This design comes from an exercise in tuning for small area, a short achievable clock period and few clock cycles on the open sky130 flow, not from production work.
Function was checked by simulation only, so behaviour that the tests miss may differ from the original.
Power and IR drop assume default switching activity.

**design/flow/config.mk**
```make
export PLATFORM = sky130hd
export DESIGN_NAME = riscv_core
export DESIGN_NICKNAME = riscv_core
export VERILOG_FILES = /design/flow/design.v
export SDC_FILE = /design/flow/constraint.sdc
export NUM_CORES = 8
export LEC_CHECK = 0
export CAP_MARGIN = 20
export CORE_MARGIN = 2
export CORE_UTILIZATION = 70
export SETUP_SLACK_MARGIN = 5
export SLEW_MARGIN = 20
```
**design/flow/constraint.sdc**
```tcl
create_clock -name core_clock -period 10.0 [get_ports {clk_i}]
set_input_delay 2.0000 -clock core_clock [delete_from_list [all_inputs] [get_ports {clk_i}]]
set_output_delay 2.0000 -clock core_clock [all_outputs]
set_load 0.01 [all_outputs]
```
**design/flow/design.v**
```verilog
`timescale 1ns / 1ps
module reg_file (
    input  logic        clk_i,
    input  logic        reset_i,
    input  logic [4:0]  ra1_i,
    input  logic [4:0]  ra2_i,
    output logic [31:0] rd1_o,
    output logic [31:0] rd2_o,
    input  logic        we_i,
    input  logic [4:0]  wa_i,
    input  logic [31:0] wd_i
);
    logic [31:1][31:0] regs;
    logic [31:0]       wd_g;
    assign wd_g = reset_i ? 32'd0 : wd_i;
    genvar i;
    generate
        for (i = 1; i < 32; i = i + 1) begin : g_reg
            logic en;
            assign en = reset_i | (we_i & (wa_i == i));
            always_ff @(posedge clk_i) begin
                if (en) regs[i] <= wd_g;
            end
        end
    endgenerate
    always_comb begin
        rd1_o = 32'd0;
        rd2_o = 32'd0;
        for (int k = 1; k < 32; k = k + 1) begin
            rd1_o = rd1_o | (regs[k] & {32{ra1_i == k[4:0]}});
            rd2_o = rd2_o | (regs[k] & {32{ra2_i == k[4:0]}});
        end
    end
endmodule
`timescale 1ns / 1ps
module riscv_core (
    input  logic        clk_i,
    input  logic        reset_i,
    output logic [31:0] pc_fi_o,
    input  logic [31:0] instr_fi_i,
    output logic [31:0] alu_result_mem_o,
    output logic [31:0] write_data_mem_o,
    output logic [2:0]  width_src_mem_o,
    output logic        mem_write_mem_o,
    input  logic [31:0] read_data_mem_i
);
    logic [31:2] pc_q;
    logic        ex_valid_q;
    logic [31:0] ex_a_q;         
    logic [31:0] ex_b_q;         
    logic [31:0] ex_sd_q;        
    logic [31:2] ex_alt_q;       
    logic        ex_adj_p1_q;    
    logic        ex_adj_m1_q;    
    logic [4:0]  ex_rd_q;
    logic        ex_we_q;        
    logic        ex_sub_q;
    logic        ex_sra_q;
    logic        ex_shl_q;       
    logic        ex_csr_q;
    logic        ex_csr_300_q;
    logic        ex_csr_7c0_q;
    logic        ex_br_q;
    logic        ex_pred_q;
    logic        ex_jump_q;      
    logic        ex_load_q;
    logic        ex_store_q;
    logic [2:0]  ex_f3_q;
    logic        ex_r_sum_q, ex_r_sh_q, ex_r_slt_q, ex_r_sltu_q;
    logic        ex_r_xor_q, ex_r_or_q, ex_r_and_q, ex_r_alt_q, ex_r_csr_q;
    logic [31:0] mem_res_q;
    logic [31:0] mem_sd_q;
    logic [2:0]  mem_f3_q;
    logic        mem_store_q;
    logic        mem_load_q;
    logic        mem_we_q;
    logic [4:0]  mem_rd_q;
    logic [31:0] csr_300_q;
    logic [31:0] csr_7c0_q;
    logic [31:0] ld_data;
    logic [31:0] wb_data;
    assign alu_result_mem_o = mem_res_q;
    assign write_data_mem_o = mem_sd_q;
    assign width_src_mem_o  = {mem_f3_q[2], mem_f3_q[0], ~mem_f3_q[1] & ~mem_f3_q[0]};
    assign mem_write_mem_o  = mem_store_q;
    always_comb begin
        ld_data = read_data_mem_i;
        if (~mem_f3_q[2]) begin
            if (mem_f3_q[1:0] == 2'b00)      ld_data[31:8]  = {24{read_data_mem_i[7]}};
            else if (mem_f3_q[1:0] == 2'b01) ld_data[31:16] = {16{read_data_mem_i[15]}};
        end
    end
    assign wb_data = mem_load_q ? ld_data : mem_res_q;
    logic [31:0] a, b;
    assign a = ex_a_q;
    assign b = ex_b_q;
    logic [32:0] sum;
    assign sum = {1'b0, a} + {1'b0, b ^ {32{ex_sub_q}}} + {32'd0, ex_sub_q};
    logic lt, ltu, eq, lt_low;
    assign lt_low = a[30:0] < b[30:0];
    assign ltu    = (a[31] ^ b[31]) ? b[31] : lt_low;
    assign lt     = (a[31] ^ b[31]) ? a[31] : lt_low;
    assign eq     = (a == b);
    logic [31:0] sh_in, sh_r, sh_out;
    logic [32:0] sh_x;
    always_comb begin
        for (int k = 0; k < 32; k = k + 1) sh_in[k] = ex_shl_q ? a[31-k] : a[k];
    end
    assign sh_x = $signed({ex_sra_q & a[31], sh_in}) >>> b[4:0];
    assign sh_r = sh_x[31:0];
    always_comb begin
        for (int k = 0; k < 32; k = k + 1) sh_out[k] = ex_shl_q ? sh_r[31-k] : sh_r[k];
    end
    logic [31:0] csr_old, csr_src, csr_new, csr_wd;
    logic        csr_we;
    assign csr_old = ({32{ex_csr_300_q}} & csr_300_q) | ({32{ex_csr_7c0_q}} & csr_7c0_q);
    assign csr_src = ex_f3_q[2] ? b : a;
    always_comb begin
        case (ex_f3_q[1:0])
            2'b01:   csr_new = csr_src;
            2'b10:   csr_new = csr_old | csr_src;
            default: csr_new = csr_old & ~csr_src;
        endcase
    end
    assign csr_wd = reset_i ? 32'd0 : csr_new;
    assign csr_we = ex_valid_q & ex_csr_q;
    always_ff @(posedge clk_i) begin
        if (reset_i | (csr_we & ex_csr_300_q)) csr_300_q <= csr_wd;
    end
    always_ff @(posedge clk_i) begin
        if (reset_i | (csr_we & ex_csr_7c0_q)) csr_7c0_q <= csr_wd;
    end
    logic [31:0] ex_res;
    assign ex_res = ({32{ex_r_sum_q}}  & sum[31:0])          |
                    ({32{ex_r_sh_q}}   & sh_out)             |
                    ({32{ex_r_slt_q}}  & {31'd0, lt})        |
                    ({32{ex_r_sltu_q}} & {31'd0, ltu})       |
                    ({32{ex_r_xor_q}}  & (a ^ b))            |
                    ({32{ex_r_or_q}}   & (a | b))            |
                    ({32{ex_r_and_q}}  & (a & b))            |
                    ({32{ex_r_alt_q}}  & {ex_alt_q, 2'b00})  |
                    ({32{ex_r_csr_q}}  & csr_old);
    logic cond, taken, redirect;
    logic [31:2] redirect_pc;
    assign cond        = ex_f3_q[2] ? (ex_f3_q[1] ? ltu : lt) : eq;
    assign taken       = cond ^ ex_f3_q[0];
    assign redirect    = ex_valid_q & (ex_jump_q | (ex_br_q & (taken ^ ex_pred_q)));
    logic [31:12] alt_hi_p1, alt_hi_m1;
    logic [31:2]  alt_full;
    assign alt_hi_p1 = ex_alt_q[31:12] + 20'd1;
    assign alt_hi_m1 = ex_alt_q[31:12] - 20'd1;
    assign alt_full  = {({20{ex_adj_p1_q}} & alt_hi_p1) |
                        ({20{ex_adj_m1_q}} & alt_hi_m1) |
                        ({20{~ex_adj_p1_q & ~ex_adj_m1_q}} & ex_alt_q[31:12]),
                        ex_alt_q[11:2]};
    assign redirect_pc = ex_jump_q ? sum[31:2] : alt_full;
    logic [31:0] ins;
    assign ins = instr_fi_i;
    assign pc_fi_o = {pc_q, 2'b00};
    logic b6, b5, b4, b3, b2;
    assign {b6, b5, b4, b3, b2} = ins[6:2];
    logic d_sys, d_jal, d_jalr, d_br, d_lui, d_auipc, d_load, d_store, d_opimm, d_op;
    assign d_sys   =  b6 &  b4;
    assign d_jal   =  b6 &  b3;
    assign d_jalr  =  b6 & ~b3 &  b2;
    assign d_br    =  b6 & ~b4 & ~b2;
    assign d_lui   = ~b6 &  b2 &  b5;
    assign d_auipc = ~b6 &  b2 & ~b5;
    assign d_load  = ~b6 & ~b4 & ~b5;
    assign d_store = ~b6 & ~b4 &  b5;
    assign d_opimm = ~b6 &  b4 & ~b2 & ~b5;
    assign d_op    = ~b6 &  b4 & ~b2 &  b5;
    logic [4:0] rs1, rs2, rd;
    logic [2:0] f3;
    assign rs1 = ins[19:15];
    assign rs2 = ins[24:20];
    assign rd  = ins[11:7];
    assign f3  = ins[14:12];
    logic uses_rs1, uses_rs2, b_is_rs2, writes_rd;
    assign uses_rs1  = d_jalr | d_br | d_load | d_store | d_opimm | d_op | (d_sys & ~f3[2]);
    assign uses_rs2  = d_br | d_store | d_op;
    assign b_is_rs2  = d_br | d_op;
    assign writes_rd = ~(d_br | d_store) & (rd != 5'd0);
    logic        s, c;
    logic [11:2] imm_lo;
    logic [10:0] t_lo;
    logic        jal_short, near;
    assign s         = ins[31];
    assign imm_lo    = ins[3] ? {ins[20], ins[30:22]} : {ins[7], ins[30:25], ins[11:9]};
    assign t_lo      = {1'b0, pc_q[11:2]} + {1'b0, imm_lo};
    assign c         = t_lo[10];
    assign jal_short = (ins[19:12] == {8{s}});
    assign near      = (c == s);
    logic [31:2] target_near;
    logic [31:2] pc_plus4;
    assign target_near = {pc_q[31:12], t_lo[9:0]};
    assign pc_plus4    = pc_q + 30'd1;
    logic pred_br, pred;
    assign pred_br = ins[31] | ins[12];
    assign pred    = near & ((d_jal & jal_short) | (d_br & pred_br));
    logic [31:0] rf_rd1, rf_rd2;
    reg_file u_reg_file (
        .clk_i   (clk_i),
        .reset_i (reset_i),
        .ra1_i   (rs1),
        .ra2_i   (rs2),
        .rd1_o   (rf_rd1),
        .rd2_o   (rf_rd2),
        .we_i    (mem_we_q),
        .wa_i    (mem_rd_q),
        .wd_i    (wb_data)
    );
    logic [31:0] imm_b;
    always_comb begin
        if (d_lui | d_auipc) imm_b = {ins[31:12], 12'd0};
        else if (d_jal)      imm_b = {{12{ins[31]}}, ins[19:12], ins[20], ins[30:21], 1'b0};
        else if (d_store)    imm_b = {{20{ins[31]}}, ins[31:25], ins[11:7]};
        else if (d_sys)      imm_b = {27'd0, rs1};
        else                 imm_b = {{20{ins[31]}}, ins[31:20]};
    end
    logic ex_fwd_ok;
    assign ex_fwd_ok = ex_valid_q & ex_we_q;
    logic sa_ex, sa_mem, sa_rf, sa_pc;
    logic sb_ex, sb_mem, sb_rf, sb_imm;
    logic sd_ex, sd_mem, sd_rf;
    logic m_ex1, m_ex2, m_mem1, m_mem2;
    assign m_ex1  = ex_fwd_ok & (ex_rd_q == rs1);
    assign m_ex2  = ex_fwd_ok & (ex_rd_q == rs2);
    assign m_mem1 = mem_we_q & (mem_rd_q == rs1);
    assign m_mem2 = mem_we_q & (mem_rd_q == rs2);
    logic a_is_rs1;
    assign a_is_rs1 = ~(d_lui | d_auipc | d_jal);
    assign sa_pc  = d_auipc | d_jal;
    assign sa_ex  = a_is_rs1 & m_ex1;
    assign sa_mem = a_is_rs1 & ~m_ex1 & m_mem1;
    assign sa_rf  = a_is_rs1 & ~m_ex1 & ~m_mem1;
    assign sb_imm = ~b_is_rs2;
    assign sb_ex  = b_is_rs2 & m_ex2;
    assign sb_mem = b_is_rs2 & ~m_ex2 & m_mem2;
    assign sb_rf  = b_is_rs2 & ~m_ex2 & ~m_mem2;
    assign sd_ex  = m_ex2;
    assign sd_mem = ~m_ex2 & m_mem2;
    assign sd_rf  = ~m_ex2 & ~m_mem2;
    logic [31:0] op_a, op_b, op_sd;
    assign op_a  = ({32{sa_ex}}  & ex_res)  | ({32{sa_mem}} & wb_data) |
                   ({32{sa_rf}}  & rf_rd1)  | ({32{sa_pc}}  & {pc_q, 2'b00});
    assign op_b  = ({32{sb_ex}}  & ex_res)  | ({32{sb_mem}} & wb_data) |
                   ({32{sb_rf}}  & rf_rd2)  | ({32{sb_imm}} & imm_b);
    assign op_sd = ({32{sd_ex}}  & ex_res)  | ({32{sd_mem}} & wb_data) |
                   ({32{sd_rf}}  & rf_rd2);
    logic stall;
    assign stall = ex_valid_q & ex_load_q & ex_we_q &
                   ((uses_rs1 & (ex_rd_q == rs1)) | (uses_rs2 & (ex_rd_q == rs2)));
    logic        take_target;
    logic [31:2] pc_other;
    assign take_target = pred & ~stall & ~redirect & ~reset_i;
    always_comb begin
        if (reset_i)       pc_other = 30'd0;
        else if (redirect) pc_other = redirect_pc;
        else if (stall)    pc_other = pc_q;
        else               pc_other = pc_plus4;
    end
    always_ff @(posedge clk_i) begin
        pc_q <= take_target ? target_near : pc_other;
    end
    always_ff @(posedge clk_i) begin
        if (reset_i) ex_valid_q <= 1'b0;
        else         ex_valid_q <= ~redirect & ~stall;
    end
    always_ff @(posedge clk_i) begin
        ex_a_q       <= op_a;
        ex_b_q       <= op_b;
        ex_sd_q      <= op_sd;
        ex_alt_q     <= (d_br & ~pred) ? target_near : pc_plus4;
        ex_adj_p1_q  <= d_br & ~pred & ~s &  c;
        ex_adj_m1_q  <= d_br & ~pred &  s & ~c;
        ex_rd_q      <= rd;
        ex_we_q      <= writes_rd;
        ex_sub_q     <= d_op & ins[30] & (f3 == 3'b000);
        ex_sra_q     <= ins[30];
        ex_shl_q     <= ~f3[2];
        ex_r_sum_q   <= ~(d_op | d_opimm) ? ~(d_jal | d_jalr | d_sys) : (f3 == 3'b000);
        ex_r_sh_q    <= (d_op | d_opimm) & (f3[1:0] == 2'b01);
        ex_r_slt_q   <= (d_op | d_opimm) & (f3 == 3'b010);
        ex_r_sltu_q  <= (d_op | d_opimm) & (f3 == 3'b011);
        ex_r_xor_q   <= (d_op | d_opimm) & (f3 == 3'b100);
        ex_r_or_q    <= (d_op | d_opimm) & (f3 == 3'b110);
        ex_r_and_q   <= (d_op | d_opimm) & (f3 == 3'b111);
        ex_r_alt_q   <= d_jal | d_jalr;
        ex_r_csr_q   <= d_sys;
        ex_csr_q     <= d_sys;
        ex_csr_300_q <= d_sys & (ins[31:20] == 12'h300);
        ex_csr_7c0_q <= d_sys & (ins[31:20] == 12'h7C0);
        ex_br_q      <= d_br;
        ex_pred_q    <= pred;
        ex_jump_q    <= d_jalr | (d_jal & ~pred);
        ex_load_q    <= d_load;
        ex_store_q   <= d_store;
        ex_f3_q      <= f3;
    end
    always_ff @(posedge clk_i) begin
        if (reset_i) begin
            mem_store_q <= 1'b0;
            mem_we_q    <= 1'b0;
        end else begin
            mem_store_q <= ex_valid_q & ex_store_q;
            mem_we_q    <= ex_valid_q & ex_we_q;
        end
    end
    always_ff @(posedge clk_i) begin
        mem_res_q  <= ex_res;
        mem_sd_q   <= ex_sd_q;
        mem_f3_q   <= ex_f3_q;
        mem_load_q <= ex_load_q;
        mem_rd_q   <= ex_rd_q;
    end
endmodule
```
**design/flow/flow/run.sh**
```bash
#!/bin/bash
# Layout flow: the standard synthesis unchanged, then the standard ORFS
# steps with two differences: the port buffers are buf_4 cells (the default
# choice, clkdlybuf4s50_1, is a slow delay cell), and timing repair aims for
# 6 ns of setup slack at the design's 10 ns clock.
set -euo pipefail
bash standard.sh synth > synth.log 2>&1
bash standard.sh SETUP_SLACK_MARGIN=6 \
    "BUFFER_PORTS_ARGS=-buffer_cell sky130_fd_sc_hd__buf_4" \
    finish > layout.log 2>&1
```
**design/flow/standard.sh**
```bash
#!/bin/bash
# synth_recipe.tcl (not shown) runs the flow's synth.tcl, then flattens the netlist and writes it again
# the make line also repeats each setting of config.mk as NAME=value (left out here)
make -C /OpenROAD-flow-scripts/flow DESIGN_CONFIG=/design/flow/config.mk WORK_HOME=/design/flow/orfs CLKGATE_MAP_FILE= SYNTH_SCRIPT=/design/flow/synth_recipe.tcl "${@:-finish}"
```
==> run summary, run 1 <==
Async SR Flop Fraction=0%; Netlist cell types=93; Post-synth EDFFs=around 1,100; H-tree Lvls=4; Max Buffers Root-to-Sink=3; Last stage=global routing; post-synth top area cell=edfxtp_1; placed instance area=about 67,000 µm²; Total GRT Usage=a little under nine tenths; Post-Syn Instances=about 5,300; Std-Cell Rows=110; DP HPWL=~190 mm; CTS Buf Count=130; First Err=[ERROR GRT-0232] Routing congestion too high. Check the congestion heatmap in the GUI.; top-area cell type share of the netlist area=between 50% and 60%; mapped cell area=about 64,000 µm²; clock sink total=1,318; sequential area share after synthesis=between 50% and 60%; hold buffer count at CTS=0; largest cells by area after synthesis=edfxtp_1, a22oi_1, dfxtp_1, ha_1, a221oi_1; most common flop cell mapped by yosys=edfxtp_1; outcome=did not finish; pin count of the biggest net entering global routing=60; synthesized flop and latch total=between 1,000 and 1,500; Ports=roughly 170; Synth Warn #=2; synthesized area per cell=around 12 µm²; GRT overflow=around 200; initial core utilization=70.91%; RePlAce Congestion=1.106; CTS root buffer=clkbuf_16; die height=306.4 µm; IO buf count=between 150 and 200; DIE WIDTH=~300 µm
synth_stat cells (36+ instances only):
library cell	count
clkbuf_1	323
a211oi_1	54
mux2i_1	93
a21oi_1	138
mux2_2	37
o21ai_0	228
a22o_1	150
a221oi_1	179
nand2_1	347
nand3_1	160
edfxtp_1	1086
o211a_1	37
nor2_1	312
xnor2_1	64
nand4_1	97
inv_1	143
ha_1	141
dfxtp_1	232
buf_1	36
xor2_1	73
nor3_1	69
a222oi_1	85
a22oi_1	662
cells by family after synthesis:
| kind of cell | count (synthesis) | share of synthesized area, % |
|---|---|---|
| simple gates | 1198 | 8.869 |
| flops | 1318 | 58.19 |
| compound gates | 1805 | 21.20 |
| mux | 171 | 3.629 |
| fa+ha+maj | 143 | 2.818 |
| buf+inv | 539 | 3.410 |
| other cells | 1 | 0.005858 |
| xor+xnor | 137 | 1.874 |
timing repair:
action	in CTS
setup buffers	117
gates resized for setup	318
gates cloned	7
endpoints found under the setup margin	511
pin swaps	54
per-stage QoR:
step                std cells  power [mW]  setup WS, ns  utilization [%]  hold slack (ns)
floorplan                5313       8.742         5.039                -           0.3096
global placement         6449       10.13         3.737            74.66           0.3115
detailed placement       6449       10.22         3.654            74.66           0.3132
CTS                      6808       15.14         5.579            82.05           0.3137
how the worst max path moves through the flow:
stage	to	from	slack (ns)	cells past startpoint
after floorplan	pc_q[12]	instr_fi_i[3]	5.04	12
after global placement	pc_q[5]	instr_fi_i[3]	3.74	12
after detailed placement	pc_q[6]	instr_fi_i[3]	3.65	12
after CTS	pc_q[6]	instr_fi_i[3]	5.58	15
per-layer routing:
layer / GRT overflow / global-route usage [%]
met5: 2 / 54.78
met4: 88 / 84.10
met3: 11 / 76.74
met2: 70 / 94.91
met1: 26 / 85.07
power groups by stage:
| stage | sequential, mW | combinational, mW | clock (mW) |
|---|---|---|---|
| floorplan | 7.27 | 1.47 | 0 |
| global placement | 7.47 | 2.66 | 0 |
| detailed placement | 7.52 | 2.70 | 0 |
| CTS | 7.46 | 2.85 | 4.82 |
Testbench counts, summed over its fixed seeds: cycles 64,714.
==> run 2, diff against run 1 <==
--- a/design/flow/config.mk
+++ b/design/flow/config.mk
@@ -9,3 +9,3 @@
 export CORE_MARGIN = 2
-export CORE_UTILIZATION = 70
+export CORE_UTILIZATION = 50
 export SETUP_SLACK_MARGIN = 5
==> run 2 against run 1 <==
The run now finishes clean; area after synthesis unchanged; synthesized cell count unchanged.
==> run summary, run 2 <==
GRT overflow=0; global-route wire length before repair=~450 mm; post-route cell area=around 76,000 µm²; critical path fanouts, max=4; Post-synth top cells=edfxtp_1, a22oi_1, nand2_1; Synth Warn #=2; total power=around 16 mW; most frequent cells in the layout=edfxtp_1, a22oi_1, buf_4, nand2_1, nor2_1; Initial DRC Count=12,980; initial core utilization=between 50% and 60%; max reg flops=between 900 and 1,000; Net Sw Power=between 5 and 6 mW; Gate power share=20.3%; outcome=no timing/DRC/antenna violations; Slew @ Worst Pin=between 1 and 1.5 ns; TritonCTS clock tree=yes; synthesized area per cell=12.05 µm²; placed cells=between 6,000 and 7,000; Seq pwr share=roughly 47%; DIE WIDTH=about 360 µm; Ports=approximately 170; Async SR Flop Fraction=0%; Vias/cell=7.898; sequential area share after synthesis=about three fifths; CTS Buf Count=140; pin count of the biggest net entering global routing=65; CP arrival=4.95 ns; RePlAce Congestion=1.041; placed instance area=~70,000 µm²; Max Freq=225.9 MHz; Setup CP Type=in2reg; vias in the first global route=53,570; mapped cell area=approximately 64,000 µm²; top-area cell type share of the netlist area=between 50% and 60%; R2R cell count=9; Final TNS setup=0 ns; final hold vios=0; commonest non-fill, non-tap cell in the layout=edfxtp_1; CP required=approximately 11 ns; Post-Syn Instances=~5,300; slew margin rel.=approximately 11%; synthesized flop and latch total=1,318; Final Non-Filler Cells=roughly 7,400; Layout area overhead=18.40%; via count=between 50,000 and 60,000; Std-Cell Rows=between 100 and 150; Max Slew Vio Count=0; antenna-violating nets left=0; Top reg by flops=u_reg_file.regs; peak supply drop=between 0.00015 and 0.0002 V; Hold Path Class=reg2reg; leakage=28.22 nW; Max-Cap Viols=0; P per Cell Area=between 200 and 250 nW/µm²; internal power=approximately 11 mW; Netlist cell types=between 90 and 100; RSZ-0062 raised after global routing=yes; endpoint class of the critical path=register; DP HPWL=202.1 mm; hold buffer count at CTS=0; Critical Path Start Type=primary input; die height=361.8 µm; share of layout cells above drive strength 1=19.28%; H-tree Lvls=4; Total GRT Usage=between 50% and 60%; Net Sw Frac=~32%; post-synth top area cell=edfxtp_1; clock network power share=between 30% and 40%; Worst Hold Depth=0; Clock Latency Late Sink=0.82 ns; Final Hold Slack=0.3263 ns; Period Utilization, post-route=between 40% and 50%; Post-synth EDFFs=~1,100; full die area=about 130,000 µm²; Final min period=4.426 ns; Layout Nets=between 5,000 and 6,000; first drt pass iteration count=12; # fillers=10,260; Post-Route WL=around 340 mm; core area=~130,000 µm²; Worst-path clk slew=0.06 ns; clock skew=0.04122 ns; most common flop cell mapped by yosys=edfxtp_1; IO buf count=between 150 and 200; largest cells by area after synthesis=edfxtp_1, a22oi_1, dfxtp_1, ha_1, a221oi_1; DR WL/cell=46.33 µm; DRC=0; Final setup viols=0; initial antenna violation count=21; clock sink total=approximately 1,300; CTS root buffer=clkbuf_16; Max Buffers Root-to-Sink=3; count leader, synth=edfxtp_1
run 2: kinds of logic after synthesis:
kind of cell / Yosys count / synth area share (%)
AO/OA/AOI/OAI: 1805 / 21.20
XOR/XNOR: 137 / 1.874
adder cells (fa/ha/maj): 143 / 2.818
buffers and inverters: 539 / 3.410
flip-flops: 1318 / 58.19
multiplexers: 171 / 3.629
other: 1 / 0.005858
AND/OR/NAND/NOR: 1198 / 8.869
run 2: power by group through the flow:
stage / clock [mW] / combinational, mW / sequential, mW
final: 5.30 / 3.24 / 7.45
after global routing: 5.50 / 3.28 / 7.47
after CTS: 5.28 / 2.95 / 7.40
after detailed placement: 0 / 2.85 / 7.50
after global placement: 0 / 2.84 / 7.50
after floorplan: 0 / 1.47 / 7.27
run 2: routing by layer:
| layer | track usage [%] | wire (µm) |
|---|---|---|
| met1 | 58.20 | 108300 |
| met2 | 72.82 | 140500 |
| met3 | 21.91 | 53150 |
| met4 | 43.27 | 38350 |
| met5 | 0.7399 | 466 |
run 2: worst max-delay path, cell delays in order:
cell       delay, ns
buf_12          0.12
mux2_4          0.27
ha_4            0.15
inv_2           0.04
fa_2            0.38
nor2b_4         0.14
o2111ai_2       0.13
and3_4          0.21
o31a_1          0.29
xnor2_2         0.18
nor3b_4         0.30
buf_6           0.16
buf_16          0.11
mux2_4          0.29
nand4_1         0.08
o41ai_1         0.09
run 2: path summary, 6_finish.rpt:
| kind | from | end | slack [ns] |
|---|---|---|---|
| worst max-delay path | instr_fi_i[3] | pc_q[11] | 5.57 |
| worst min-delay path | ex_sd_q[27] | mem_sd_q[27] | 0.33 |
| worst max register to register | ex_b_q[1] | ex_b_q[4] | 5.92 |
| worst min register to register | ex_sd_q[27] | mem_sd_q[27] | 0.33 |
run 2: repair_timing:
action / in CTS / in global routing
pin swaps: 36 / 45
setup buffers: 59 / 60
gates resized for setup: 190 / 225
endpoints found under the setup margin: 204 / 161
cloned: 4 / 7
run 2: through the flow:
step	utilization, %	setup slack [ns]
final	59.52	5.574
after global routing	59.48	5.489
after CTS	58.20	5.682
after detailed placement	53.52	3.830
after global placement	53.48	3.808
after floorplan	-	5.039
run 2: final cells by class:
type	instances	area (µm²)	area share [%]
Antenna cell	21	52.55	0.06933
Tap cell	1662	2079	2.743
Clock buffer	172	3784	4.992
Sequential cell	1318	37290	49.20
Timing Repair Buffer	493	4760	6.279
Multi-Input combinational cell	3456	26450	34.89
Inverter	149	573.1	0.7560
Clock inverter	86	813.3	1.073
==> run 3, diff against run 2 <==
--- a/design/flow/design.v
+++ b/design/flow/design.v
@@ -54,2 +54,3 @@
     logic        ex_adj_m1_q;    
+    logic        ex_cross_q;     
     logic [4:0]  ex_rd_q;
@@ -146,12 +147,14 @@
     assign taken       = cond ^ ex_f3_q[0];
-    assign redirect    = ex_valid_q & (ex_jump_q | (ex_br_q & (taken ^ ex_pred_q)));
-    logic [31:12] alt_hi_p1, alt_hi_m1;
-    logic [31:2]  alt_full;
-    assign alt_hi_p1 = ex_alt_q[31:12] + 20'd1;
-    assign alt_hi_m1 = ex_alt_q[31:12] - 20'd1;
-    assign alt_full  = {({20{ex_adj_p1_q}} & alt_hi_p1) |
-                        ({20{ex_adj_m1_q}} & alt_hi_m1) |
-                        ({20{~ex_adj_p1_q & ~ex_adj_m1_q}} & ex_alt_q[31:12]),
-                        ex_alt_q[11:2]};
-    assign redirect_pc = ex_jump_q ? sum[31:2] : alt_full;
+    assign redirect    = ex_valid_q & (ex_jump_q | (ex_br_q & (ex_pred_q ? (~taken | ex_cross_q) : taken)));
+    logic [31:2]  tgt_base;
+    logic [31:12] tgt_hi_p1, tgt_hi_m1;
+    logic [31:2]  tgt_full;
+    assign tgt_base  = ex_pred_q ? pc_q : ex_alt_q;
+    assign tgt_hi_p1 = tgt_base[31:12] + 20'd1;
+    assign tgt_hi_m1 = tgt_base[31:12] - 20'd1;
+    assign tgt_full  = {({20{ex_adj_p1_q}} & tgt_hi_p1) |
+                        ({20{ex_adj_m1_q}} & tgt_hi_m1) |
+                        ({20{~ex_adj_p1_q & ~ex_adj_m1_q}} & tgt_base[31:12]),
+                        tgt_base[11:2]};
+    assign redirect_pc = ex_jump_q ? sum[31:2] : (ex_pred_q & ~taken) ? ex_alt_q : tgt_full;
     logic [31:0] ins;
@@ -186,3 +189,3 @@
     logic [10:0] t_lo;
-    logic        jal_short, near;
+    logic        jal_short, pg_cross;
     assign s         = ins[31];
@@ -192,3 +195,3 @@
     assign jal_short = (ins[19:12] == {8{s}});
-    assign near      = (c == s);
+    assign pg_cross     = (c != s);
     logic [31:2] target_near;
@@ -199,3 +202,3 @@
     assign pred_br = ins[31] | ins[12];
-    assign pred    = near & ((d_jal & jal_short) | (d_br & pred_br));
+    assign pred    = (d_jal & jal_short) | (d_br & pred_br);
     logic [31:0] rf_rd1, rf_rd2;
@@ -254,12 +257,12 @@
     logic        take_target;
-    logic [31:2] pc_other;
+    logic sel_red, sel_hold, sel_seq;
     assign take_target = pred & ~stall & ~redirect & ~reset_i;
-    always_comb begin
-        if (reset_i)       pc_other = 30'd0;
-        else if (redirect) pc_other = redirect_pc;
-        else if (stall)    pc_other = pc_q;
-        else               pc_other = pc_plus4;
-    end
+    assign sel_red  = ~reset_i & redirect;
+    assign sel_hold = ~reset_i & ~redirect & stall;
+    assign sel_seq  = ~reset_i & ~redirect & ~stall & ~pred;
     always_ff @(posedge clk_i) begin
-        pc_q <= take_target ? target_near : pc_other;
+        pc_q <= ({30{sel_red}}     & redirect_pc) |
+                ({30{sel_hold}}    & pc_q)        |
+                ({30{take_target}} & target_near) |
+                ({30{sel_seq}}     & pc_plus4);
     end
@@ -274,4 +277,5 @@
         ex_alt_q     <= (d_br & ~pred) ? target_near : pc_plus4;
-        ex_adj_p1_q  <= d_br & ~pred & ~s &  c;
-        ex_adj_m1_q  <= d_br & ~pred &  s & ~c;
+        ex_adj_p1_q  <= ~s &  c;
+        ex_adj_m1_q  <=  s & ~c;
+        ex_cross_q   <= pg_cross;
         ex_rd_q      <= rd;
@@ -295,3 +299,3 @@
         ex_pred_q    <= pred;
-        ex_jump_q    <= d_jalr | (d_jal & ~pred);
+        ex_jump_q    <= d_jalr | (d_jal & ~(jal_short & ~pg_cross));
         ex_load_q    <= d_load;
--- a/design/flow/config.mk
+++ b/design/flow/config.mk
@@ -9,3 +9,4 @@
 export CORE_MARGIN = 2
-export CORE_UTILIZATION = 50
+export CORE_UTILIZATION = 60
+export CTS_BUF_LIST = sky130_fd_sc_hd__clkbuf_8
 export SETUP_SLACK_MARGIN = 5
==> run 3 against run 2 <==
Critical endpoint is now ex_a_q[29]; synthesized cell count up 3.2%; cell area down 2.3%; highest routed layer unchanged; sequential share of layout area up 0.77 points; utilization up 9.7 points.
==> run summary, run 3 <==
outcome=no timing/DRC/antenna violations; M1 GR Usage=63.67%; GRT overflow=0; pin count of the biggest net entering global routing=63; die height=332.4 µm; Final Non-Filler Cells=7,288; Post-synth top cells=edfxtp_1, a22oi_1, nand2_1; most frequent cells in the layout=edfxtp_1, a22oi_1, buf_4, nand2_1, dfxtp_1; DRC=0; Std-Cell Rows=120; reg2reg start=ex_a_q[29]; Cell Chain, Critical Path=buf_4, or3_4, nor2_4, buf_4, a22o_1, a221oi_1, nand4_1, o21ai_1, o211ai_1; Most Frequent Cell on Critical Path=buf_4; Vias/cell=8.261; max reg flops=992; grt met3 use=between 20% and 30%; endpoint class of the critical path=register; CP arrival=approximately 5.1 ns; Async SR Flop Fraction=0%; sequential area share after synthesis=57.15%; global-route wire length before repair=424.8 mm; Slew @ Worst Pin=around 1.3 ns; P per Cell Area=approximately 210 nW/µm²; Hold Path Class=reg2reg; H-tree Lvls=4; Final TNS setup=0 ns; slowest cell on the critical path=nor2_4; Netlist cell types=slightly above 90; Crit path max-delay family=simple AND/OR/NAND/NOR gates; post-synth top area cell=edfxtp_1; Hold Crit Start=ex_sd_q[15]; Total GRT Usage=a little under three fifths; Final min period=approximately 4.2 ns; Crit path buffers/inverters=2; Post-synth EDFFs=between 1,000 and 1,500; Crit path largest cell delay=around 0.65 ns; Final Util=between 60% and 70%; Setup CP Type=in2reg; Max-Cap Viols=0; Final setup viols=0; final hold vios=0; Post-Route WL=315.2 mm; TritonCTS clock tree=yes; Max Slew Vio Count=0; leakage=between 20 and 30 nW; peak supply drop=between 0.00015 and 0.0002 V; via count=about 60,000; Post-Syn Instances=5,481; synthesized area per cell=approximately 12 µm²; Worst Setup SP=instr_fi_i[17]; Synth Warn #=2; mapped cell area=~65,000 µm²; Clock Latency Late Sink=between 0.9 and 1 ns; CP required=10.83 ns; count leader, synth=edfxtp_1; grt met2 use=about three quarters; largest cells by area after synthesis=edfxtp_1, dfxtp_1, a22oi_1, ha_1, a221oi_1; Initial DRC Count=14,330; share of layout cells above drive strength 1=approximately 18%; DIE WIDTH=around 330 µm; clock skew=0.09214 ns; total power=about 15 mW; synthesized flop and latch total=around 1,300; DR WL/cell=43.24 µm; Layout area overhead=14.50%; first drt pass iteration count=13; top-area cell type share of the netlist area=around half; placed cells=6,821; Max Buffers Root-to-Sink=3; GRT busiest layer=met2; DP HPWL=180.0 mm; slew margin rel.=between 10% and 20%; vias in the first global route=55,050; initial antenna violation count=22; antenna-violating nets left=0; RePlAce Congestion=1.026; commonest non-fill, non-tap cell in the layout=edfxtp_1; full die area=~110,000 µm²; RSZ-0062 raised after global routing=yes; Ports=~170; Critical Path Start Type=primary input; critical path fanouts, max=21; Layout Nets=about 5,900; Worst-path clk slew=0.06 ns; Max Freq=roughly 240 MHz; initial core utilization=approximately three fifths; CTS Buf Count=between 200 and 250; CTS root buffer=clkbuf_8; most common flop cell mapped by yosys=edfxtp_1; Period Utilization, post-route=a little over two fifths; Top reg by flops=u_reg_file.regs; hold buffer count at CTS=0; clock sink total=around 1,300; IO buf count=around 160; Final Hold Slack=0.3222 ns; core area=107,100 µm²
[run 3: changes by cell type after synthesis, moves of 15 or more]
| cell | delta |
|---|---|
| o2bb2ai_1 | +15 |
| mux2i_1 | +30 |
| dfxtp_1 | +31 |
| nor3_1 | +43 |
| a211oi_1 | -26 |
| o21ai_0 | +39 |
| edfxtp_1 | -30 |
| nor2_1 | -29 |
| a221o_1 | -19 |
| mux4_2 | +15 |
[run 3: layout make-up]
| type | count | area (µm²) |
|---|---|---|
| Tap cell | 1403 | 1755 |
| Timing Repair Buffer | 416 | 3568 |
| Inverter | 158 | 603.1 |
| Clock buffer | 221 | 3042 |
| Clock inverter | 159 | 1139 |
| Multi-Input combinational cell | 3597 | 26920 |
| Fill cell | 7750 | 32970 |
| Antenna cell | 15 | 37.54 |
| Sequential cell | 1319 | 37010 |
[run 3: repair_timing]
action	CTS	global route
cloned	0	0
setup buffers	42	29
gates resized for setup	110	124
endpoints found under the setup margin	365	661
pin swaps	20	11
[run 3: cells by family (layout without fill, tap and decap cells)]
kind of cell / after synthesis / in the layout / synth area share (%)
and+or+nand+nor: 1246 / 1246 / 9.196
muxes: 206 / 206 / 4.102
DFF: 1319 / 1319 / 57.15
buffers and inverters: 566 / 954 / 3.400
adders and majority gates: 145 / 145 / 2.827
AOI/OAI and AO/OA: 1846 / 1846 / 21.26
other: 1 / 17 / 0.005796
xor gates and xnor gates: 152 / 152 / 2.058
[run 3: metal layers]
layer	part of all wire [%]	wire, µm
met5	0.25	774
met4	12	36300
met3	18	58190
met2	39	123700
met1	31	96160
[run 3: stage by stage]
step           setup slack [ns]  instance area (µm²)
4_1_cts                   5.909                73350
6_report                  5.787                74080
3_5_place_dp              4.355                68350
2_1_floorplan             5.591                64980
3_3_place_gp              4.344                68300
5_1_grt                   5.846                74050
[run 3: where the power goes]
group / internal [mW] / switching (mW) / leakage, nW
sequential: 6.87 / 0.615 / 13.0
clock: 2.44 / 2.29 / 2.33
combinational: 1.01 / 2.23 / 12.5
total: 10.3 / 5.13 / 27.9
[run 3: final timing paths]
kind / end / slack, ns / cells after the start
worst min-delay path: mem_sd_q[15] / 0.32 / 0
worst min register to register: mem_sd_q[15] / 0.32 / 0
worst max register to register: pc_q[15] / 5.94 / 12
worst max-delay path: ex_a_q[29] / 5.79 / 9
Testbench counts of run 3, summed over its fixed seeds: cycles 64,714.
==> run 4, diff against run 3 <==
--- a/design/flow/design.v
+++ b/design/flow/design.v
@@ -86,9 +86,9 @@
     assign mem_write_mem_o  = mem_store_q;
-    always_comb begin
-        ld_data = read_data_mem_i;
-        if (~mem_f3_q[2]) begin
-            if (mem_f3_q[1:0] == 2'b00)      ld_data[31:8]  = {24{read_data_mem_i[7]}};
-            else if (mem_f3_q[1:0] == 2'b01) ld_data[31:16] = {16{read_data_mem_i[15]}};
-        end
-    end
+    logic ld_byte, ld_half, ld_sign;
+    assign ld_byte = ~mem_f3_q[1] & ~mem_f3_q[0];
+    assign ld_half = ~mem_f3_q[1] &  mem_f3_q[0];
+    assign ld_sign = ~mem_f3_q[2] & (mem_f3_q[0] ? read_data_mem_i[15] : read_data_mem_i[7]);
+    assign ld_data[7:0]   = read_data_mem_i[7:0];
+    assign ld_data[15:8]  = ld_byte ? {8{ld_sign}} : read_data_mem_i[15:8];
+    assign ld_data[31:16] = (ld_byte | ld_half) ? {16{ld_sign}} : read_data_mem_i[31:16];
     assign wb_data = mem_load_q ? ld_data : mem_res_q;
@@ -186,16 +186,18 @@
     assign writes_rd = ~(d_br | d_store) & (rd != 5'd0);
-    logic        s, c;
-    logic [11:2] imm_lo;
-    logic [10:0] t_lo;
+    logic        s, c, c_b, c_j;
+    logic [10:0] t_lo_b, t_lo_j;
     logic        jal_short, pg_cross;
     assign s         = ins[31];
-    assign imm_lo    = ins[3] ? {ins[20], ins[30:22]} : {ins[7], ins[30:25], ins[11:9]};
-    assign t_lo      = {1'b0, pc_q[11:2]} + {1'b0, imm_lo};
-    assign c         = t_lo[10];
+    assign t_lo_b    = {1'b0, pc_q[11:2]} + {1'b0, ins[7], ins[30:25], ins[11:9]};
+    assign t_lo_j    = {1'b0, pc_q[11:2]} + {1'b0, ins[20], ins[30:22]};
+    assign c_b       = t_lo_b[10];
+    assign c_j       = t_lo_j[10];
+    assign c         = ins[3] ? c_j : c_b;
     assign jal_short = (ins[19:12] == {8{s}});
-    assign pg_cross     = (c != s);
-    logic [31:2] target_near;
+    assign pg_cross  = (c != s);
+    logic [31:2] target_b, target_j;
     logic [31:2] pc_plus4;
-    assign target_near = {pc_q[31:12], t_lo[9:0]};
-    assign pc_plus4    = pc_q + 30'd1;
+    assign target_b = {pc_q[31:12], t_lo_b[9:0]};
+    assign target_j = {pc_q[31:12], t_lo_j[9:0]};
+    assign pc_plus4 = pc_q + 30'd1;
     logic pred_br, pred;
@@ -257,3 +259,3 @@
     logic        take_target;
-    logic sel_red, sel_hold, sel_seq;
+    logic sel_red, sel_hold, sel_seq, sel_tgt_b, sel_tgt_j;
     assign take_target = pred & ~stall & ~redirect & ~reset_i;
@@ -262,2 +264,4 @@
     assign sel_seq  = ~reset_i & ~redirect & ~stall & ~pred;
+    assign sel_tgt_b = take_target & ~ins[3];
+    assign sel_tgt_j = take_target &  ins[3];
     always_ff @(posedge clk_i) begin
@@ -265,3 +269,4 @@
                 ({30{sel_hold}}    & pc_q)        |
-                ({30{take_target}} & target_near) |
+                ({30{sel_tgt_b}}   & target_b)    |
+                ({30{sel_tgt_j}}   & target_j)    |
                 ({30{sel_seq}}     & pc_plus4);
@@ -276,3 +281,3 @@
         ex_sd_q      <= op_sd;
-        ex_alt_q     <= (d_br & ~pred) ? target_near : pc_plus4;
+        ex_alt_q     <= (d_br & ~pred) ? target_b : pc_plus4;
         ex_adj_p1_q  <= ~s &  c;
--- a/design/flow/flow/run.sh
+++ b/design/flow/flow/run.sh
@@ -4,6 +4,6 @@
 # choice, clkdlybuf4s50_1, is a slow delay cell), and timing repair aims for
-# 6 ns of setup slack at the design's 10 ns clock.
+# 6.25 ns of setup slack at the design's 10 ns clock.
 set -euo pipefail
 bash standard.sh synth > synth.log 2>&1
-bash standard.sh SETUP_SLACK_MARGIN=6 \
+bash standard.sh SETUP_SLACK_MARGIN=6.25 \
     "BUFFER_PORTS_ARGS=-buffer_cell sky130_fd_sc_hd__buf_4" \
--- a/design/flow/config.mk
+++ b/design/flow/config.mk
@@ -9,5 +9,7 @@
 export CORE_MARGIN = 2
-export CORE_UTILIZATION = 60
-export CTS_BUF_LIST = sky130_fd_sc_hd__clkbuf_8
+export CORE_UTILIZATION = 55
+export CTS_CLUSTER_DIAMETER = 90
+export CTS_CLUSTER_SIZE = 22
 export SETUP_SLACK_MARGIN = 5
 export SLEW_MARGIN = 20
+export TNS_END_PERCENT = 0
==> run 4 against run 3 <==
Still clean on timing, DRC and antenna; critical path depth is 2 higher; global-route usage is 3.5 points lower; sequential share of layout area is 0.63 points higher; area after synthesis is 0.38% lower; clock-buffer cell count is 135 lower; cell area is 1.1% lower; first-iteration DRC count is 13% lower; utilization is 6.2 points lower; sequential cell count stayed put; combinational power hardly changed; via count is 3.3% lower; clock power is about 30% lower; highest routed layer unchanged.
==> run summary, run 4 <==
Period Utilization, post-route=41.68%; Worst Setup SP=instr_fi_i[16]; Final min period=roughly 4.2 ns; full die area=around 120,000 µm²; H-tree Lvls=3; Top reg by flops=u_reg_file.regs; placed instance area=roughly 68,000 µm²; Net Sw Power=approximately 4.7 mW; global-route wire length before repair=between 400 and 500 mm; initial core utilization=a little under three fifths; total power=14.02 mW; Critical Path Sink=ex_a_q[30]; Seq pwr share=approximately 53%; Post-synth top cells=edfxtp_1, a22oi_1, nand2_1; CP arrival=approximately 4.8 ns; slew margin rel.=between 10% and 20%; antenna-violating nets left=0; first drt pass iteration count=11; peak supply drop=approximately 0.00021 V; post-route cell area=between 70,000 and 80,000 µm²; synthesized area per cell=11.83 µm²; via count=about 58,000; CTS root buffer=clkbuf_16; CTS Buf Count=74; RSZ-0062 raised after global routing=yes; Max-Cap Viols=0; Net Sw Frac=roughly 34%; IO buf count=161; critical path fanouts, max=25; die height=roughly 350 µm; Max Freq=~240 MHz; most common flop cell mapped by yosys=edfxtp_1; leakage=~27 nW; largest cells by area after synthesis=edfxtp_1, dfxtp_1, a22oi_1, ha_1, a221oi_1; slowest cell on the critical path=buf_4; share of layout cells above drive strength 1=17.13%; CP required=10.66 ns; Hold Path Class=reg2reg; clock skew=between 0.03 and 0.04 ns; core area=roughly 120,000 µm²; Synth Warn #=2; R2R cell count=14; DP HPWL=between 150 and 200 mm; top-area cell type share of the netlist area=between 40% and 50%; Final TNS setup=0 ns; outcome=no timing/DRC/antenna violations; DR WL/cell=between 40 and 50 µm; Netlist cell types=94; count leader, synth=edfxtp_1; Post-Syn Instances=roughly 5,400; Critical Path Start Type=primary input; Total GRT Usage=roughly half; Max Slew Vio Count=0; reg2reg setup slack=5.88 ns; Clock Latency Late Sink=around 0.74 ns; P per Cell Area=~190 nW/µm²; max reg flops=roughly 990; Std-Cell Rows=approximately 130; RePlAce Congestion=approximately 1.0; DRC=0; Gate power share=between 20 and 25%; clock sink total=approximately 1,300; Max Buffers Root-to-Sink=3; Post-Route WL=between 300 and 400 mm; Initial DRC Count=approximately 12,000; reg2reg start=ex_sub_q; GRT overflow=0; Slew @ Worst Pin=1.239 ns; clock network power share=between 20% and 30%; Layout Nets=between 5,000 and 6,000; initial antenna violation count=12; worst reg2reg path endpoint=ex_sd_q[14]; Layout area overhead=13.64%; Setup CP Type=in2reg; Cell Chain, Critical Path=buf_8, nand2b_4, nor2_4, buf_4, a22o_1, a221oi_1, nand4_1, nor3_1, mux2_2, nor2_1, a221o_1; pin count of the biggest net entering global routing=66; endpoint class of the critical path=register; TritonCTS clock tree=yes; sequential area share after synthesis=between 50 and 60%; internal power=a little over 9 mW; DIE WIDTH=346.3 µm; Final Hold Slack=around 0.33 ns; final hold vios=0; most frequent cells in the layout=edfxtp_1, a22oi_1, buf_4, nand2_1, nor2_1; Worst-path clk slew=approximately 0.09 ns; post-synth top area cell=edfxtp_1; Ports=about 170; Final setup viols=0; Post-synth EDFFs=roughly 1,100; Crit path largest cell delay=approximately 0.70 ns; Vias/cell=8.113; Async SR Flop Fraction=0%; vias in the first global route=between 50,000 and 60,000; mapped cell area=around 64,000 µm²; commonest non-fill, non-tap cell in the layout=edfxtp_1; synthesized flop and latch total=approximately 1,300; Final Util=a little over three fifths
==> run 4: cell families (layout without fill, tap and decap cells) <==
| logic type | count (synthesis) | count (layout) | share of synthesized area [%] |
|---|---|---|---|
| compound gates | 1833 | 1833 | 21.09 |
| flops | 1319 | 1319 | 57.37 |
| simple gates | 1212 | 1213 | 8.901 |
| buf+inv | 548 | 732 | 3.302 |
| mux | 221 | 221 | 4.143 |
| xor+xnor | 165 | 165 | 2.242 |
| fa+ha+maj | 150 | 150 | 2.947 |
| other cells | 1 | 19 | 0.005818 |
==> run 4: worst min-delay path by stage <==
stage / from / end / cells past startpoint
finish: ex_sd_q[13] / mem_sd_q[13] / 0
global route: ex_sd_q[27] / mem_sd_q[27] / 0
CTS: ex_sd_q[16] / mem_sd_q[16] / 0
detailed placement: ex_sd_q[28] / mem_sd_q[28] / 0
global placement: ex_sd_q[31] / mem_sd_q[31] / 0
floorplan: ex_sd_q[0] / mem_sd_q[0] / 0
==> run 4: what timing repair did <==
item,in CTS,in global routing
cloned,5,3
hold endpoints to repair,0,0
pin swaps,51,32
resized for setup,248,117
setup buffers,91,21
hold buffers,0,0
endpoints found under the setup margin,951,549
==> run 4: cell type report <==
class                           count  area, µm²
Antenna cell                       17      42.54
Clock buffer                       86       1897
Clock inverter                     18      261.5
Fill cell                        9279      42960
Inverter                          139      555.5
Multi-Input combinational cell   3584      26970
Sequential cell                  1319      37050
Tap cell                         1524       1907
Timing Repair Buffer              489       4559
==> run 4: worst max-delay path, delay by kind of cell <==
kind	cells	cell delay, ns
AOI/OAI and AO/OA	3	0.49
buffers and inverters	2	0.85
and+or+nand+nor	5	1.16
muxes	1	0.28
==> run 4: power by group through the flow <==
stage          Clock, mW  Combinational [mW]  Sequential (mW)
2_1_floorplan          0                1.52             7.28
3_3_place_gp           0                2.82             7.49
3_5_place_dp           0                2.85             7.50
4_1_cts             3.30                2.98             7.39
5_1_grt             3.49                3.30             7.47
6_report            3.33                3.24             7.44
==> run 4: per-layer routing <==
layer | vias to the layer above | wire (µm) | track usage (%)
met5 | - | 263 | 0.3201
met4 | 19 | 34120 | 41.59
met3 | 1931 | 53210 | 22.71
met2 | 6301 | 130700 | 73.24
met1 | 27950 | 102300 | 61.09
li1 | 22020 | - | -
==> run 4: through the flow <==
stage / worst slack, ns / instances
final: 5.832 / 7176
after CTS: 6.004 / 7132
after global routing: 5.919 / 7159
after global placement: 4.150 / 6930
after detailed placement: 4.178 / 6932
after floorplan: 5.346 / 5450
Testbench counts of run 4, summed over its fixed seeds: cycles 64,714.
==> run 5, diff against run 4 <==
--- a/design/flow/design.v
+++ b/design/flow/design.v
@@ -203,3 +203,6 @@
     logic pred_br, pred;
-    assign pred_br = ins[31] | ins[12];
+    logic same_rs;
+    assign same_rs = (rs1 == rs2);
+    assign pred_br = same_rs ? (f3 == 3'b000 || f3 == 3'b101 || f3 == 3'b111)
+                             : (ins[31] | ins[12]);
     assign pred    = (d_jal & jal_short) | (d_br & pred_br);
==> run 5 against run 4 <==
Utilization down 0.86 points; register-to-register slack improved by 0.04 ns; synthesized cell count up 0.39%; combinational power is 5% lower; cell count decreased by 0.67%; sequential power decreased by 1%; maximum frequency down 0.50%; clock skew is 0.0020 ns higher; via count down 1.1%; critical endpoint is now ex_b_q[7]; largest cell class unchanged; highest routed layer unchanged.
==> run summary, run 5 <==
outcome=no timing/DRC/antenna violations; Clock Latency Late Sink=a little over 0.7 ns; Post-Route WL=approximately 320 mm; CP arrival=4.73 ns; post-route cell area=slightly above 70,000 µm²; RSZ-0062 raised after global routing=yes; Initial DRC Count=about 12,000; Layout Nets=slightly below 6,000; max reg flops=992; commonest non-fill, non-tap cell in the layout=edfxtp_1; Post-synth EDFFs=1,056; Std-Cell Rows=125; slew margin rel.=roughly 15%; top-area cell type share of the netlist area=about 50%; Final Util=just over 60%; clock sink total=~1,300; Max Buffers Root-to-Sink=3; IO buf count=about 160; global-route wire length before repair=427.7 mm; count leader, synth=edfxtp_1; Max Freq=238.7 MHz; Critical Path Start Type=primary input; R2R cell count=12; worst reg2reg path endpoint=ex_sd_q[24]; Period Utilization, post-route=41.89%; critical path fanouts, max=32; DIE WIDTH=roughly 350 µm; endpoint class of the critical path=register; initial antenna violation count=13; Ports=about 170; DRC=0; Layout area overhead=11.93%; Max Slew Vio Count=0; post-synth top area cell=edfxtp_1; via count=between 50,000 and 60,000; GRT overflow=0; pin count of the biggest net entering global routing=59; DR WL/cell=44.61 µm; placed instance area=68,480 µm²; first drt pass iteration count=11; vias in the first global route=between 50,000 and 60,000; antenna-violating nets left=0; clock skew=0.03376 ns; DP HPWL=roughly 180 mm; synthesized area per cell=11.83 µm²; leakage=26.08 nW; most frequent cells in the layout=edfxtp_1, a22oi_1, nand2_1, buf_4, dfxtp_1; core area=116,500 µm²; TritonCTS clock tree=yes; full die area=approximately 120,000 µm²; die height=347.0 µm; final hold vios=0; Synth Warn #=2; Total GRT Usage=51.21%; initial core utilization=a little under three fifths; sequential area share after synthesis=57.14%; reg2reg start=ex_b_q[1]; RePlAce Congestion=about 1.1; Worst-path clk slew=roughly 0.090 ns; most common flop cell mapped by yosys=edfxtp_1; Worst Setup SP=instr_fi_i[20]; Final setup viols=0; Critical Path Sink=ex_b_q[7]; reg2reg setup slack=just under 6 ns; CP required=about 11 ns; synthesized flop and latch total=1,319; mapped cell area=between 60,000 and 70,000 µm²; Max-Cap Viols=0; Final min period=roughly 4.2 ns; Final TNS setup=0 ns; Top reg by flops=u_reg_file.regs; Setup CP Type=in2reg; H-tree Lvls=3; peak supply drop=about 0.00016 V; hold buffer count at CTS=0; Vias/cell=roughly 8.1; Post-synth top cells=edfxtp_1, a22oi_1, nand2_1; Netlist cell types=between 80 and 90; largest cells by area after synthesis=edfxtp_1, dfxtp_1, a22oi_1, ha_1, nand2_1; Async SR Flop Fraction=0%; Slew @ Worst Pin=~1.3 ns; share of layout cells above drive strength 1=~16%; Post-Syn Instances=roughly 5,500; CTS Buf Count=slightly above 70; Hold Path Class=reg2reg; P per Cell Area=approximately 190 nW/µm²; CTS root buffer=clkbuf_16
-- run 5: cell count changes in the layout (fill, tap and decap cells not counted), moves of 19 or more --
cell	delta
nand3_1	+65
nor2_1	-54
buf_4	-42
nand4_1	-37
o211a_1	-31
a21oi_1	+28
o221ai_1	-28
o22a_1	+28
a221oi_1	-22
dfxtp_1	+21
nor3_1	-19
o21ai_1	-19
o32ai_1	+19
-- run 5: logic make-up (layout without fill, tap and decap cells) --
family | Yosys count | after routing | synth area share [%]
AO/OA/AOI/OAI | 1845 | 1846 | 21.14
flip-flops | 1319 | 1319 | 57.14
AND/OR/NAND/NOR | 1241 | 1242 | 9.309
buffers and inverters | 560 | 681 | 3.368
multiplexers | 196 | 196 | 3.963
XOR/XNOR | 158 | 158 | 2.138
adder cells (fa/ha/maj) | 150 | 150 | 2.935
other | 1 | 12 | 0.005795
-- run 5: worst min path at each step --
stage,depth (start not counted),to,from,slack (ns)
floorplan,0,mem_sd_q[0],ex_sd_q[0],0.31
global placement,0,mem_sd_q[6],ex_sd_q[6],0.31
detailed placement,0,mem_sd_q[29],ex_sd_q[29],0.31
CTS,0,mem_sd_q[1],ex_sd_q[1],0.33
global route,0,mem_sd_q[29],ex_sd_q[29],0.34
finish,0,mem_sd_q[5],ex_sd_q[5],0.33
-- run 5: stage by stage --
stage / hold WS (ns) / power, mW / cells / worst slack [ns]
floorplan: 0.3096 / 8.745 / 5471 / 5.815
CTS: 0.3321 / 13.49 / 7108 / 6.057
finish: 0.3326 / 13.76 / 7128 / 5.811
detailed placement: 0.3121 / 10.21 / 6932 / 4.316
global route: 0.3361 / 14.02 / 7120 / 5.845
global placement: 0.3106 / 10.17 / 6932 / 4.341
-- run 5: cell type report --
type	count	area [µm²]
flip-flops and latches	1319	37000
diodes	10	25.02
repair buffers	428	3845
clock inverters	14	191.4
clock buffers	89	1943
multi-input cells	3594	26960
well taps	1524	1907
fillers	9305	44080
inverters	150	568.0
-- run 5: worst max-delay path, cell delays in order --
cell and delay [ns]:
buf_6 0.22, nand2b_4 0.25, buf_12 0.15, nor2_4 0.04, buf_6 0.31, a22oi_1 0.27
and3_1 0.19, nand4_1 0.10, or4_4 0.53, a222oi_1 0.48, nand2_1 0.15
-- run 5: what timing repair did --
action                                  CTS  global route
buffers inserted                         69             8
pin swaps                                39             6
gates cloned                              4             1
resized for setup                       227            20
endpoints found under the setup margin  344           554
-- run 5: report_power, final --
group,total (mW),switching (mW),internal [mW]
Clock,3.33,1.89,1.44
Sequential,7.34,0.533,6.81
Combinational,3.08,2.11,0.973
-- run 5: routing by layer --
layer  track usage, %  share of wire, %  up-vias
met5            1.160              0.15        -
met4            40.17                11       16
met3            22.28                17     1769
met2            71.35                40     6151
met1            61.88                32    27650
li1                 -                 -    22010
Testbench counts of run 5, summed over its fixed seeds: cycles 64,162.
==> run 6, diff against run 5 <==
--- a/design/flow/design.v
+++ b/design/flow/design.v
@@ -203,6 +203,13 @@
     logic pred_br, pred;
-    logic same_rs;
-    assign same_rs = (rs1 == rs2);
-    assign pred_br = same_rs ? (f3 == 3'b000 || f3 == 3'b101 || f3 == 3'b111)
-                             : (ins[31] | ins[12]);
+    logic        sum_zero;
+    logic [31:0] zt;
+    assign zt       = (ex_a_q ^ ex_b_q) ^ {ex_a_q[30:0] | ex_b_q[30:0], 1'b0};
+    assign sum_zero = ~|zt;
+    logic same_rs, early_ok;
+    assign same_rs  = (rs1 == rs2);
+    assign early_ok = ~f3[2] & ~f3[1] & (rs2 == 5'd0) & (ex_rd_q == rs1) &
+                      ex_valid_q & ex_we_q & ex_r_sum_q & ~ex_sub_q & ~ex_load_q;
+    assign pred_br  = early_ok ? (sum_zero ^ f3[0]) :
+                      same_rs  ? (f3 == 3'b000 || f3 == 3'b101 || f3 == 3'b111) :
+                                 (ins[31] | ins[12]);
     assign pred    = (d_jal & jal_short) | (d_br & pred_br);
==> run 6 against run 5 <==
Clock-buffer cell count fell by 2; total power rose by 2.3%; utilization barely moved; cell count rose by 1.2%; clock power fell by 1%; first-iteration DRC count rose by 1.6%; critical endpoint is now ex_sd_q[23].
==> run summary, run 6 <==
largest family of logic cells by synthesized area=compound AO/OA/AOI/OAI gates; Synth Warn #=2; top-area cell type share of the netlist area=between 40 and 50%; H-tree Lvls=3; internal power=9.296 mW; leakage=around 27 nW; P per Cell Area=192.3 nW/µm²; post-synth top area cell=edfxtp_1; max reg flops=~1,000; largest cells by area after synthesis=edfxtp_1, dfxtp_1, a22oi_1, ha_1, a221oi_1; slew margin rel.=7.633%; Std-Cell Rows=126; CP required=between 10 and 15 ns; DRC=0; hold buffer count at CTS=0; clock skew=between 0.03 and 0.04 ns; Final min period=roughly 4.4 ns; DP HPWL=187.5 mm; post-synthesis mux area share=3.977%; Max Slew Vio Count=0; Period Utilization, post-route=43.57%; core area=117,800 µm²; Post-synth EDFFs=approximately 1,100; DR WL/cell=between 40 and 50 µm; # fillers=a little over 9,000; Vias/cell=8.104; Worst-path clk slew=about 0.10 ns; Post-synth top cells=edfxtp_1, a22oi_1, nand2_1; final hold vios=0; via count=between 50,000 and 60,000; Final TNS setup=0 ns; Max Freq=~230 MHz; Post-Syn Instances=5,525; Top reg by flops=u_reg_file.regs; Initial DRC Count=12,450; Hold Path Class=reg2reg; Seq pwr share=52.5%; full die area=121,100 µm²; Layout area overhead=12.45%; post-synthesis simple-gate area fraction=a little under a tenth; clock network power share=roughly a quarter; pin count of the biggest net entering global routing=54; Clock Latency Late Sink=0.72 ns; CP arrival=a little under 5 ns; Synth Area in XOR/XNOR=approximately 2.6%; Post-Route WL=roughly 330 mm; complex-gate fraction of the synthesized area=approximately a fifth; share of layout cells above drive strength 1=between 10% and 20%; RePlAce Congestion=between 1 and 1.5; Total GRT Usage=between 50 and 60%; initial antenna violation count=20; antenna-violating nets left=0; CTS root buffer=clkbuf_16; DIE WIDTH=around 350 µm; commonest non-fill, non-tap cell in the layout=edfxtp_1; Max-Cap Viols=0; die height=between 300 and 400 µm; Layout Nets=5,856; post-synthesis adder-cell area fraction=roughly 3%; global-route wire length before repair=433.1 mm; Setup CP Type=in2reg; mapped cell area=~65,000 µm²; endpoint class of the critical path=register; vias in the first global route=53,360; Gate power share=between 20 and 25%; RSZ-0062 raised after global routing=yes; critical path fanouts, max=32; Max Buffers Root-to-Sink=3; Net Sw Power=between 4 and 5 mW; synthesized flop and latch total=between 1,000 and 1,500; most frequent cells in the layout=edfxtp_1, a22oi_1, buf_4, nand2_1, nor2_1; TritonCTS clock tree=yes; Netlist cell types=86; most common flop cell mapped by yosys=edfxtp_1; count leader, synth=edfxtp_1; IO buf count=about 160; initial core utilization=55.27%; Slew @ Worst Pin=about 1.4 ns; Async SR Flop Fraction=0%; Ports=166; outcome=no timing/DRC/antenna violations; CTS Buf Count=between 70 and 80; Final Util=between 60 and 70%; Critical Path Start Type=primary input; synthesized area per cell=roughly 12 µm²; first drt pass iteration count=13; peak supply drop=0.0001800 V; GRT overflow=0; sequential area share after synthesis=roughly 57%; Net Sw Frac=approximately a third; Final setup viols=0; clock sink total=1,319
==> run 6: cell families (layout without fill, tap and decap cells) <==
family | count (synthesis) | in the layout
other | 1 | 17
buffers and inverters | 563 | 703
XOR/XNOR | 195 | 195
AND/OR/NAND/NOR | 1262 | 1262
multiplexers | 191 | 191
adder cells (fa/ha/maj) | 150 | 150
flip-flops | 1319 | 1319
AO/OA/AOI/OAI | 1844 | 1844
==> run 6: power by group through the flow <==
stage	clock, mW	sequential, mW	combinational (mW)
6_report	3.29	7.39	3.39
3_5_place_dp	0	7.47	3.02
2_1_floorplan	0	7.27	1.62
5_1_grt	3.43	7.42	3.44
4_1_cts	3.25	7.34	3.12
3_3_place_gp	0	7.45	3.01
==> run 6: what timing repair did <==
item	4_1_cts	5_1_grt
gates resized for setup	156	153
setup buffers	58	38
pin swaps	27	26
gates cloned	0	5
endpoints found under the setup margin	1394	1324
==> run 6: stage by stage <==
| stage | hold WS [ns] | setup WS [ns] | instances | power (mW) | cell area (µm²) |
|---|---|---|---|---|---|
| 2_1_floorplan | 0.3096 | 5.345 | 5526 | 8.894 | 65140 |
| 3_3_place_gp | 0.3115 | 4.218 | 7000 | 10.46 | 68840 |
| 3_5_place_dp | 0.3121 | 4.206 | 7000 | 10.49 | 68850 |
| 4_1_cts | 0.3267 | 5.805 | 7159 | 13.71 | 72160 |
| 5_1_grt | 0.3253 | 5.763 | 7205 | 14.29 | 73170 |
| 6_report | 0.3206 | 5.643 | 7217 | 14.07 | 73200 |
==> run 6: worst max-delay path, cell delays in order <==
cell and delay [ns]:
buf_4 0.27, nand3b_1 0.29, nor2_4 0.14, buf_4 0.78, a22oi_1 0.30, nand4_1 0.14, nor3_1 0.05, nand2_1 0.15
nor2_1 0.12, a211oi_1 0.43, a21o_1 0.22
==> run 6: worst paths after layout <==
path                   from           end  slack [ns]  depth (start not counted)
max          instr_fi_i[24]   ex_sd_q[23]        5.64                         11
min reg2reg     ex_sd_q[23]  mem_sd_q[23]        0.32                          0
min             ex_sd_q[23]  mem_sd_q[23]        0.32                          0
max reg2reg      ex_a_q[29]       pc_q[9]        5.76                         13
==> run 6: cell type report <==
class | instances | area, µm² | area share, %
well taps | 1536 | 1922 | 2.626
clock inverters | 14 | 196.4 | 0.2684
inverters | 155 | 600.6 | 0.8205
clock buffers | 87 | 1911 | 2.610
multi-input cells | 3644 | 27530 | 37.61
flip-flops and latches | 1319 | 37020 | 50.58
repair buffers | 447 | 3975 | 5.431
diodes | 15 | 37.54 | 0.05128
==> run 6: layer usage <==
layer	part of all wire (%)	wire, µm	vias up	track usage (%)
met5	0.31	1024	-	2.841
met4	11	34430	32	40.47
met3	17	54850	1896	21.12
met2	40	131500	6444	73.59
met1	32	104200	27900	62.44
li1	-	-	22210	-
Testbench counts of run 6, summed over its fixed seeds: cycles 63,155.

-- afterwards: timing with drivers on the ports --
How much do the figures lean on ideal ports? The routed layouts below were timed once more, with nothing changed but the port constraints. Step 1 (the two cells are an assumption about what drives the block):
set clk [get_ports {clk_i}]
set_driving_cell -lib_cell sky130_fd_sc_hd__clkbuf_16 $clk
set_driving_cell -lib_cell sky130_fd_sc_hd__buf_2 [delete_from_list [all_inputs] $clk]
Step 2 also shifts input and output timing later by t, the mid clock arrival at the registers, as if the neighbouring blocks saw the same clock. Slacks: no drivers / after step 1 / after step 2; pairs: no drivers / after step 1.
| run | shift t [ns] | slack for setup (ns) | worst hold slack (ns) | worst setup path after step 2 |
|---|---|---|---|---|
| run 2 | 0.883 | 5.574 / 5.600 / 4.718 | 0.326 / 0.326 / 0.326 | input to register |
| run 3 | 0.997 | 5.787 / 5.742 / 4.745 | 0.322 / 0.322 / 0.322 | input to register |
| run 4 | 0.792 | 5.832 / 5.817 / 5.024 | 0.332 / 0.332 / 0.332 | input to register |
| run 5 | 0.764 | 5.811 / 5.684 / 4.920 | 0.333 / 0.333 / 0.333 | input to register |
| run 6 | 0.775 | 5.643 / 5.671 / 4.896 | 0.321 / 0.321 / 0.321 | input to register |
After both steps setup and hold are still met in every run listed. The setup slack of run 3, which loses most, moves by -0.045 ns with the drivers and by -1.042 ns with both steps.
